What follows belongs to an exercise in optimizing a design on an open flow for small area, a short achievable clock period and few clock cycles per item; a production flow would make more cautious choices.
RTL that was checked went through simulation tests only; none was proved equivalent to the original.

==> flow/design.v <==
module k_constants (Addr, K);    
    input [5:0] Addr;
    output [31:0] K;
    reg [31:0] current_k;
    assign K = current_k;
    always @ (Addr) begin : addr_mux
        case(Addr)
          00: current_k = 32'h428a2f98;    01: current_k = 32'h71374491;
          02: current_k = 32'hb5c0fbcf;    03: current_k = 32'he9b5dba5;
          04: current_k = 32'h3956c25b;    05: current_k = 32'h59f111f1;
          06: current_k = 32'h923f82a4;    07: current_k = 32'hab1c5ed5;
          08: current_k = 32'hd807aa98;    09: current_k = 32'h12835b01;
          10: current_k = 32'h243185be;    11: current_k = 32'h550c7dc3;
          12: current_k = 32'h72be5d74;    13: current_k = 32'h80deb1fe;
          14: current_k = 32'h9bdc06a7;    15: current_k = 32'hc19bf174;
          16: current_k = 32'he49b69c1;    17: current_k = 32'hefbe4786;
          18: current_k = 32'h0fc19dc6;    19: current_k = 32'h240ca1cc;
          20: current_k = 32'h2de92c6f;    21: current_k = 32'h4a7484aa;
          22: current_k = 32'h5cb0a9dc;    23: current_k = 32'h76f988da;
          24: current_k = 32'h983e5152;    25: current_k = 32'ha831c66d;
          26: current_k = 32'hb00327c8;    27: current_k = 32'hbf597fc7;
          28: current_k = 32'hc6e00bf3;    29: current_k = 32'hd5a79147;
          30: current_k = 32'h06ca6351;    31: current_k = 32'h14292967;
          32: current_k = 32'h27b70a85;    33: current_k = 32'h2e1b2138;
          34: current_k = 32'h4d2c6dfc;    35: current_k = 32'h53380d13;
          36: current_k = 32'h650a7354;    37: current_k = 32'h766a0abb;
          38: current_k = 32'h81c2c92e;    39: current_k = 32'h92722c85;
          40: current_k = 32'ha2bfe8a1;    41: current_k = 32'ha81a664b;
          42: current_k = 32'hc24b8b70;    43: current_k = 32'hc76c51a3;
          44: current_k = 32'hd192e819;    45: current_k = 32'hd6990624;
          46: current_k = 32'hf40e3585;    47: current_k = 32'h106aa070;
          48: current_k = 32'h19a4c116;    49: current_k = 32'h1e376c08;
          50: current_k = 32'h2748774c;    51: current_k = 32'h34b0bcb5;
          52: current_k = 32'h391c0cb3;    53: current_k = 32'h4ed8aa4a;
          54: current_k = 32'h5b9cca4f;    55: current_k = 32'h682e6ff3;
          56: current_k = 32'h748f82ee;    57: current_k = 32'h78a5636f;
          58: current_k = 32'h84c87814;    59: current_k = 32'h8cc70208;
          60: current_k = 32'h90befffa;    61: current_k = 32'ha4506ceb;
          62: current_k = 32'hbef9a3f7;    63: current_k = 32'hc67178f2;
        endcase
    end
endmodule
module calc_w (W0, W1, W9, W14, WOut);
    input  [31:0] W0, W1, W9, W14;
    output [31:0] WOut;
    wire [31:0] s0 = {W1[6:0], W1[31:7]} ^ {W1[17:0], W1[31:18]} ^ (W1 >> 3);
    wire [31:0] s1 = {W14[16:0], W14[31:17]} ^ {W14[18:0], W14[31:19]} ^ (W14 >> 10);
    wire [31:0] x1s, x1c, x2s, x2c;
    csa32 c1 (W0, W9, s0, x1s, x1c);
    csa32 c2 (x1s, x1c, s1, x2s, x2c);
    assign WOut = x2s + x2c;
endmodule
module hash_algorithm (HKW, A, B, C, D, E, F, G, AOut, EOut);
    input  [31:0] HKW, A, B, C, D, E, F, G;
    output [31:0] AOut, EOut;
    wire [31:0] s1  = {E[5:0], E[31:6]} ^ {E[10:0], E[31:11]} ^ {E[24:0], E[31:25]};
    wire [31:0] ch  = (E & F) ^ (~E & G);
    wire [31:0] s0  = {A[1:0], A[31:2]} ^ {A[12:0], A[31:13]} ^ {A[21:0], A[31:22]};
    wire [31:0] maj = (A & B) | (C & (A | B));
    wire [31:0] e1s, e1c, e2s, e2c;
    csa32 ce1 (HKW, s1, ch, e1s, e1c);
    csa32 ce2 (e1s, e1c, D, e2s, e2c);
    assign EOut = e2s + e2c;
    wire [31:0] x1s, x1c, x2s, x2c, x3s, x3c;
    csa32 c1 (HKW, ch, maj, x1s, x1c);
    csa32 c2 (x1s, x1c, s1, x2s, x2c);
    csa32 c3 (x2s, x2c, s0, x3s, x3c);
    assign AOut = x3s + x3c;
endmodule
module csa32 (X, Y, Z, S, C);
    input  [31:0] X, Y, Z;
    output [31:0] S, C;
    wire [31:0] m = (X & Y) | (X & Z) | (Y & Z);
    assign S = X ^ Y ^ Z;
    assign C = {m[30:0], 1'b0};
endmodule
module sha256 (Clk, Reset, Start, Chunk, Digest, DigestReady);
    input          Clk;
    input          Reset;
    input          Start;
    input  [511:0] Chunk;
    output [255:0] Digest;
    output reg     DigestReady;
    localparam [31:0] H0A = 32'h6a09e667, H0B = 32'hbb67ae85,
                      H0C = 32'h3c6ef372, H0D = 32'ha54ff53a,
                      H0E = 32'h510e527f, H0F = 32'h9b05688c,
                      H0G = 32'h1f83d9ab, H0H = 32'h5be0cd19;
    localparam [31:0] K0  = 32'h428a2f98, K1  = 32'h71374491,
                      K63 = 32'hc67178f2;
    localparam [31:0] DFIX = H0E - H0A;    
    reg         busy;                  
    reg  [5:0]  cnt;                   
    reg  [31:0] kreg;                  
    reg  [31:0] a, b, c, d, e, f, g, h;
    reg  [31:0] hkw;                   
    reg  [31:0] w [0:15];              
    wire [31:0] k, w_new, a_new, e_new;
    wire        last = busy && (cnt == 6'd1);     
    wire        r62  = busy && (cnt == 6'd0);     
    k_constants    kc (cnt, k);
    calc_w         cw (w[0], w[1], w[9], w[14], w_new);
    hash_algorithm ha (hkw, a, b, c, d, e, f, g, a_new, e_new);
    wire [31:0] p1s, p1c;
    csa32 p1 (g, kreg, w[1], p1s, p1c);
    wire [31:0] d_add = c + (last ? H0D : DFIX);
    wire [31:0] w0 = Chunk[511:480];
    always @(posedge Clk, negedge Reset) begin
        if (!Reset) begin
            busy        <= 1'b0;
            cnt         <= 6'd2;
            DigestReady <= 1'b0;
        end else begin
            cnt <= busy ? cnt + 6'd1 : 6'd2;
            if (busy) begin
                if (last) begin
                    busy        <= 1'b0;
                    DigestReady <= 1'b1;
                end
            end else if (Start) begin
                busy        <= 1'b1;
                DigestReady <= 1'b0;
            end
        end
    end
    integer i;
    always @(posedge Clk) begin
        if (busy) begin
            kreg <= last ? K0 : (cnt == 6'd63) ? K63 + H0A : k;
            hkw  <= p1s + p1c;
            for (i = 0; i < 15; i = i + 1) w[i] <= w[i + 1];
            w[15] <= w_new;
            if (last) begin
                {b, c, d} <= {a + H0B, b + H0C, d_add};
                {f, g, h} <= {e + H0F, f + H0G, g + H0H};
            end else if (r62) begin
                {b, c, d} <= {a, b, d_add};
                {f, g, h} <= {e, f, g};
            end else begin
                {b, c, d} <= {a, b, c};
                {f, g, h} <= {e, f, g};
            end
        end else begin
            kreg <= Start ? K1 : K0;
            hkw  <= w0 + (H0H + K0);
            for (i = 0; i < 16; i = i + 1) w[i] <= Chunk[511 - 32*i -: 32];
            if (Start) begin
                {b, c, d} <= {H0B, H0C, H0D};
                {f, g, h} <= {H0F, H0G, H0H};
            end
        end
    end
    wire [31:0] a_idle = (a & ~{32{Start}}) | (H0A & {32{Start}});
    wire [31:0] e_idle = (e & ~{32{Start}}) | (H0E & {32{Start}});
    always @(posedge Clk) begin
        a <= busy ? a_new : a_idle;
        e <= busy ? e_new : e_idle;
    end
    assign Digest = {a, b, c, d, e, f, g, h};
endmodule
clock: 10.0 ns
lec_check: 0
abc_clock_period_in_ps: 3000
cap_margin: 20
core_margin: 2
core_utilization: 50
cts_cluster_diameter: 80
cts_cluster_size: 20
setup_slack_margin: 5
slew_margin: 20
standard.sh (not shown) runs the stock make flow with config.mk's settings and CLKGATE_MAP_FILE= SYNTH_SCRIPT=/design/flow/synth_recipe.tcl, a recipe that flattens the netlist after the stock synthesis.
==> flow/flow/run.sh <==
#!/bin/bash
# The standard layout (the standard.sh), with the port buffers inserted
# before placement made from the smallest buffer instead of the resizer's
# default pick. Everything else is the standard ORFS flow.
set -euo pipefail
bash standard.sh "BUFFER_PORTS_ARGS=-buffer_cell sky130_fd_sc_hd__buf_1" finish > standard_flow.log 2>&1
Testbench counts at the start, summed over its fixed seeds: cycles 16,640, hashes 256.
Then changed:
--- a/flow/design.v
+++ b/flow/design.v
@@ -67,13 +67,13 @@
     csa32 c3 (x2s, x2c, s0, x3s, x3c);
     assign AOut = x3s + x3c;
 endmodule
 module csa32 (X, Y, Z, S, C);
     input  [31:0] X, Y, Z;
     output [31:0] S, C;
-    wire [31:0] m = (X & Y) | (X & Z) | (Y & Z);
+    wire [31:0] m = (X & Y) | (Z & (X | Y));
     assign S = X ^ Y ^ Z;
     assign C = {m[30:0], 1'b0};
 endmodule
 module sha256 (Clk, Reset, Start, Chunk, Digest, DigestReady);
     input          Clk;
     input          Reset;
Result: The changed run finished clean. Cell area is higher slightly. Clock-buffer cell count came out higher by 1. Clock skew came out higher by 11 ps. Cell count went up slightly. Worst setup slack got worse by 60 ps. Register-to-register slack gets worse by 60 ps.
Testbench counts after the change, summed over its fixed seeds: cycles 16,640, hashes 256.

* * *

RTL: the design.v shown in full above, as it stands there.
==> flow/config.mk <==
export PLATFORM = sky130hd
export DESIGN_NAME = sha256
export DESIGN_NICKNAME = sha256
export VERILOG_FILES = /design/flow/design.v
export SDC_FILE = /design/flow/constraint.sdc
export NUM_CORES = 4
export LEC_CHECK = 0
export ABC_CLOCK_PERIOD_IN_PS = 3000
export CAP_MARGIN = 20
export CORE_MARGIN = 2
export CORE_UTILIZATION = 55
export CTS_CLUSTER_DIAMETER = 80
export CTS_CLUSTER_SIZE = 20
export SETUP_SLACK_MARGIN = 5
export SLEW_MARGIN = 20
==> flow/constraint.sdc <==
create_clock -name core_clock -period 10.0 [get_ports {Clk}]
set_input_delay 2.0000 -clock core_clock [delete_from_list [all_inputs] [get_ports {Clk}]]
set_output_delay 2.0000 -clock core_clock [all_outputs]
set_load 0.01 [all_outputs]
==> flow/flow/run.sh <==
#!/bin/bash
# The standard layout (the standard.sh) with two changes:
#  - the port buffers inserted before placement are made from the smallest
#    buffer instead of the resizer's default pick;
#  - Yosys's synth skips its internal quick ABC pass (-noabc), so that the
#    full adders ORFS extracts from the carry-save logic keep the polarity
#    the RTL gives them instead of gaining inverters between them. ORFS's
#    own ABC mapping after adder extraction runs as usual.
set -euo pipefail
bash standard.sh "BUFFER_PORTS_ARGS=-buffer_cell sky130_fd_sc_hd__buf_1" "SYNTH_ARGS=-noabc" finish > standard_flow.log 2>&1
Testbench counts at the start, summed over its fixed seeds: cycles 16,640, hashes 256.
Then changed:
--- a/flow/design.v
+++ b/flow/design.v
@@ -58,23 +58,52 @@
     wire [31:0] s0  = {A[1:0], A[31:2]} ^ {A[12:0], A[31:13]} ^ {A[21:0], A[31:22]};
     wire [31:0] maj = (A & B) | (C & (A | B));
     wire [31:0] e1s, e1c, e2s, e2c;
     csa32 ce1 (HKW, s1, ch, e1s, e1c);
     csa32 ce2 (e1s, e1c, D, e2s, e2c);
-    assign EOut = e2s + e2c;
+    add32 ae (e2s, e2c, EOut);
     wire [31:0] x1s, x1c, x2s, x2c, x3s, x3c;
     csa32 c1 (HKW, ch, maj, x1s, x1c);
     csa32 c2 (x1s, x1c, s1, x2s, x2c);
     csa32 c3 (x2s, x2c, s0, x3s, x3c);
-    assign AOut = x3s + x3c;
+    add32 aa (x3s, x3c, AOut);
 endmodule
 module csa32 (X, Y, Z, S, C);
     input  [31:0] X, Y, Z;
     output [31:0] S, C;
     wire [31:0] m = (X & Y) | (X & Z) | (Y & Z);
     assign S = X ^ Y ^ Z;
     assign C = {m[30:0], 1'b0};
+endmodule
+module add32 (A, B, S);
+    input  [31:0] A, B;
+    output [31:0] S;
+    wire [31:0] g [1:5];
+    wire [31:0] p [1:5];
+    wire [31:0] t = A | B;
+    wire [31:0] x = A ^ B;
+    assign g[1][0] = A[0] & B[0];
+    assign p[1][0] = t[0];
+    genvar l, i;
+    generate
+        for (i = 1; i < 32; i = i + 1) begin : first
+            assign g[1][i] = (A[i] & B[i]) | ((t[i] & A[i-1]) & B[i-1]);
+            assign p[1][i] = t[i] & t[i-1];
+        end
+        for (l = 1; l < 5; l = l + 1) begin : level
+            for (i = 0; i < 32; i = i + 1) begin : node
+                if (i >= (1 << l)) begin : merge
+                    assign g[l+1][i] = g[l][i] | (p[l][i] & g[l][i - (1 << l)]);
+                    assign p[l+1][i] = p[l][i] & p[l][i - (1 << l)];
+                end else begin : pass
+                    assign g[l+1][i] = g[l][i];
+                    assign p[l+1][i] = p[l][i];
+                end
+            end
+        end
+    endgenerate
+    assign S = x ^ {g[5][30:0], 1'b0};
 endmodule
 module sha256 (Clk, Reset, Start, Chunk, Digest, DigestReady);
     input          Clk;
     input          Reset;
     input          Start;
Count of clock-buffer cells in the layout came out higher by 5.
Setup slack gets worse by 41 ps.
Critical path depth does not change.
Area after synthesis increases by 2.7%.
Global-route usage drops by 0.55 points.
Die area came out higher by 2.7%.
Via count grows by 2.8%.
Wire length increases by 0.96%.
Clock skew grows by 6.8 ps.
Flip-flop and latch count is unchanged.
Synthesized cell count grows by 4.0%.
First-iteration DRC count drops by 7.9%.
Function not checked in the second run of this note: the RTL went through the layout flow alone.

* * *

== v6 ==
// sha256: RTL as listed in full above, without the edits since
==> flow/config.mk <==
export PLATFORM = sky130hd
export DESIGN_NAME = sha256
export DESIGN_NICKNAME = sha256
export VERILOG_FILES = /design/flow/design.v
export SDC_FILE = /design/flow/constraint.sdc
export NUM_CORES = 4
export LEC_CHECK = 0
export ABC_CLOCK_PERIOD_IN_PS = 3000
export CAP_MARGIN = 20
export CORE_MARGIN = 2
export CORE_UTILIZATION = 50
export CTS_CLUSTER_DIAMETER = 80
export CTS_CLUSTER_SIZE = 20
export SETUP_SLACK_MARGIN = 5
export SLEW_MARGIN = 20
==> flow/constraint.sdc <==
create_clock -name core_clock -period 10.0 [get_ports {Clk}]
set_input_delay 2.0000 -clock core_clock [delete_from_list [all_inputs] [get_ports {Clk}]]
set_output_delay 2.0000 -clock core_clock [all_outputs]
set_load 0.01 [all_outputs]
Scripts as last shown in full above: flow/flow/run.sh
Testbench counts of v6, summed over its fixed seeds: cycles 16,640, hashes 256.
For v7, these inputs were changed with respect to v6:
--- a/flow/design.v
+++ b/flow/design.v
@@ -82,38 +82,38 @@
     output [255:0] Digest;
     output reg     DigestReady;
     localparam [31:0] H0A = 32'h6a09e667, H0B = 32'hbb67ae85,
                       H0C = 32'h3c6ef372, H0D = 32'ha54ff53a,
                       H0E = 32'h510e527f, H0F = 32'h9b05688c,
                       H0G = 32'h1f83d9ab, H0H = 32'h5be0cd19;
-    localparam [31:0] K0  = 32'h428a2f98, K1  = 32'h71374491,
+    localparam [31:0] K0  = 32'h428a2f98,
                       K63 = 32'hc67178f2;
     localparam [31:0] DFIX = H0E - H0A;    
     reg         busy;                  
     reg  [5:0]  cnt;                   
-    reg  [31:0] kreg;                  
     reg  [31:0] a, b, c, d, e, f, g, h;
     reg  [31:0] hkw;                   
     reg  [31:0] w [0:15];              
     wire [31:0] k, w_new, a_new, e_new;
-    wire        last = busy && (cnt == 6'd1);     
-    wire        r62  = busy && (cnt == 6'd0);     
+    wire        last = busy && (cnt == 6'd0);     
+    wire        r62  = busy && (cnt == 6'd63);    
     k_constants    kc (cnt, k);
     calc_w         cw (w[0], w[1], w[9], w[14], w_new);
     hash_algorithm ha (hkw, a, b, c, d, e, f, g, a_new, e_new);
+    wire [31:0] kn = (cnt == 6'd63) ? K63 + H0A : k;
     wire [31:0] p1s, p1c;
-    csa32 p1 (g, kreg, w[1], p1s, p1c);
+    csa32 p1 (g, kn, w[1], p1s, p1c);
     wire [31:0] d_add = c + (last ? H0D : DFIX);
     wire [31:0] w0 = Chunk[511:480];
     always @(posedge Clk, negedge Reset) begin
         if (!Reset) begin
             busy        <= 1'b0;
-            cnt         <= 6'd2;
+            cnt         <= 6'd1;
             DigestReady <= 1'b0;
         end else begin
-            cnt <= busy ? cnt + 6'd1 : 6'd2;
+            cnt <= busy ? cnt + 6'd1 : 6'd1;
             if (busy) begin
                 if (last) begin
                     busy        <= 1'b0;
                     DigestReady <= 1'b1;
                 end
             end else if (Start) begin
@@ -122,13 +122,12 @@
             end
         end
     end
     integer i;
     always @(posedge Clk) begin
         if (busy) begin
-            kreg <= last ? K0 : (cnt == 6'd63) ? K63 + H0A : k;
             hkw  <= p1s + p1c;
             for (i = 0; i < 15; i = i + 1) w[i] <= w[i + 1];
             w[15] <= w_new;
             if (last) begin
                 {b, c, d} <= {a + H0B, b + H0C, d_add};
                 {f, g, h} <= {e + H0F, f + H0G, g + H0H};
@@ -137,13 +136,12 @@
                 {f, g, h} <= {e, f, g};
             end else begin
                 {b, c, d} <= {a, b, c};
                 {f, g, h} <= {e, f, g};
             end
         end else begin
-            kreg <= Start ? K1 : K0;
             hkw  <= w0 + (H0H + K0);
             for (i = 0; i < 16; i = i + 1) w[i] <= Chunk[511 - 32*i -: 32];
             if (Start) begin
                 {b, c, d} <= {H0B, H0C, H0D};
                 {f, g, h} <= {H0F, H0G, H0H};
             end
Findings:
Initial detailed-routing violation count down 49 in v7 wrt v6
Per the comparison of v7 with v6, number of cells in the finished layout apart from fillers +about 0.53%; die footprint down 0.88%; clock-buffer cell count has decreased; proportion of synthesized area in mux cells has remained practically unchanged.
Compared v7 vs v6, and critical path depth is up in v7.
Lower setup slack was reported by v7, not v6.
Buffer count excluding the clock tree in the final layout in v7 is 3.7% higher than in v6
In the flow results for v7 and v6, the first-pass GRT wire length is larger on v7.
No stage failed in v7, and the final checks on the layout all came back clean.
Compared with v6, placement density in the core of v7 is higher.
Max cell area after synthesis across v7 and v6: v6
For the fraction of layout cells with a size suffix above 1, v7 came in 2.2 points higher than v6 did.
Function not checked in v7: the RTL went through the layout flow alone.

-- separate check: timing with driven ports --
No port has a modelled driver above. Below, the same layouts with a new extraction and two added sets of constraints.
Step 1: set_driving_cell puts a clkbuf_16 on Clk and a buf_2 on each other input, an assumption about the parent block.
Step 2 moves the port delays by t, midway between the first and last clock arrival at a register: inputs arrive t later, outputs are due t later. That takes back most of the time a late clock gives input paths.
Slacks: ideal / step 1 / step 2; pairs: ideal / step 1.
| run | t (ns) | slack for setup (ns) | slew at the worst register clock pin (ns) | cell pins on the clock port's net |
|---|---|---|---|---|
| the first run of note 1 | 0.775 | 5.092 / 5.092 / 5.092 | 0.10 / 0.10 | 1 |
| the second run of note 1 | 0.764 | 5.032 / 5.032 / 4.987 | 0.09 / 0.09 | 1 |
| the first run of note 2 | 0.728 | 5.041 / 5.041 / 5.041 | 0.10 / 0.10 | 1 |
| the second run of note 2 | 0.728 | 5.000 / 5.000 / 5.000 | 0.09 / 0.09 | 1 |
| v6 | 0.750 | 5.111 / 5.111 / 4.831 | 0.09 / 0.09 | 1 |
| v7 | 0.757 | 4.889 / 4.889 / 4.889 | 0.09 / 0.09 | 1 |
After both steps setup and hold are still met in every run listed. For v6, which loses most, drivers alone change the setup slack by 0.000 ns; drivers and shift together by -0.280 ns.
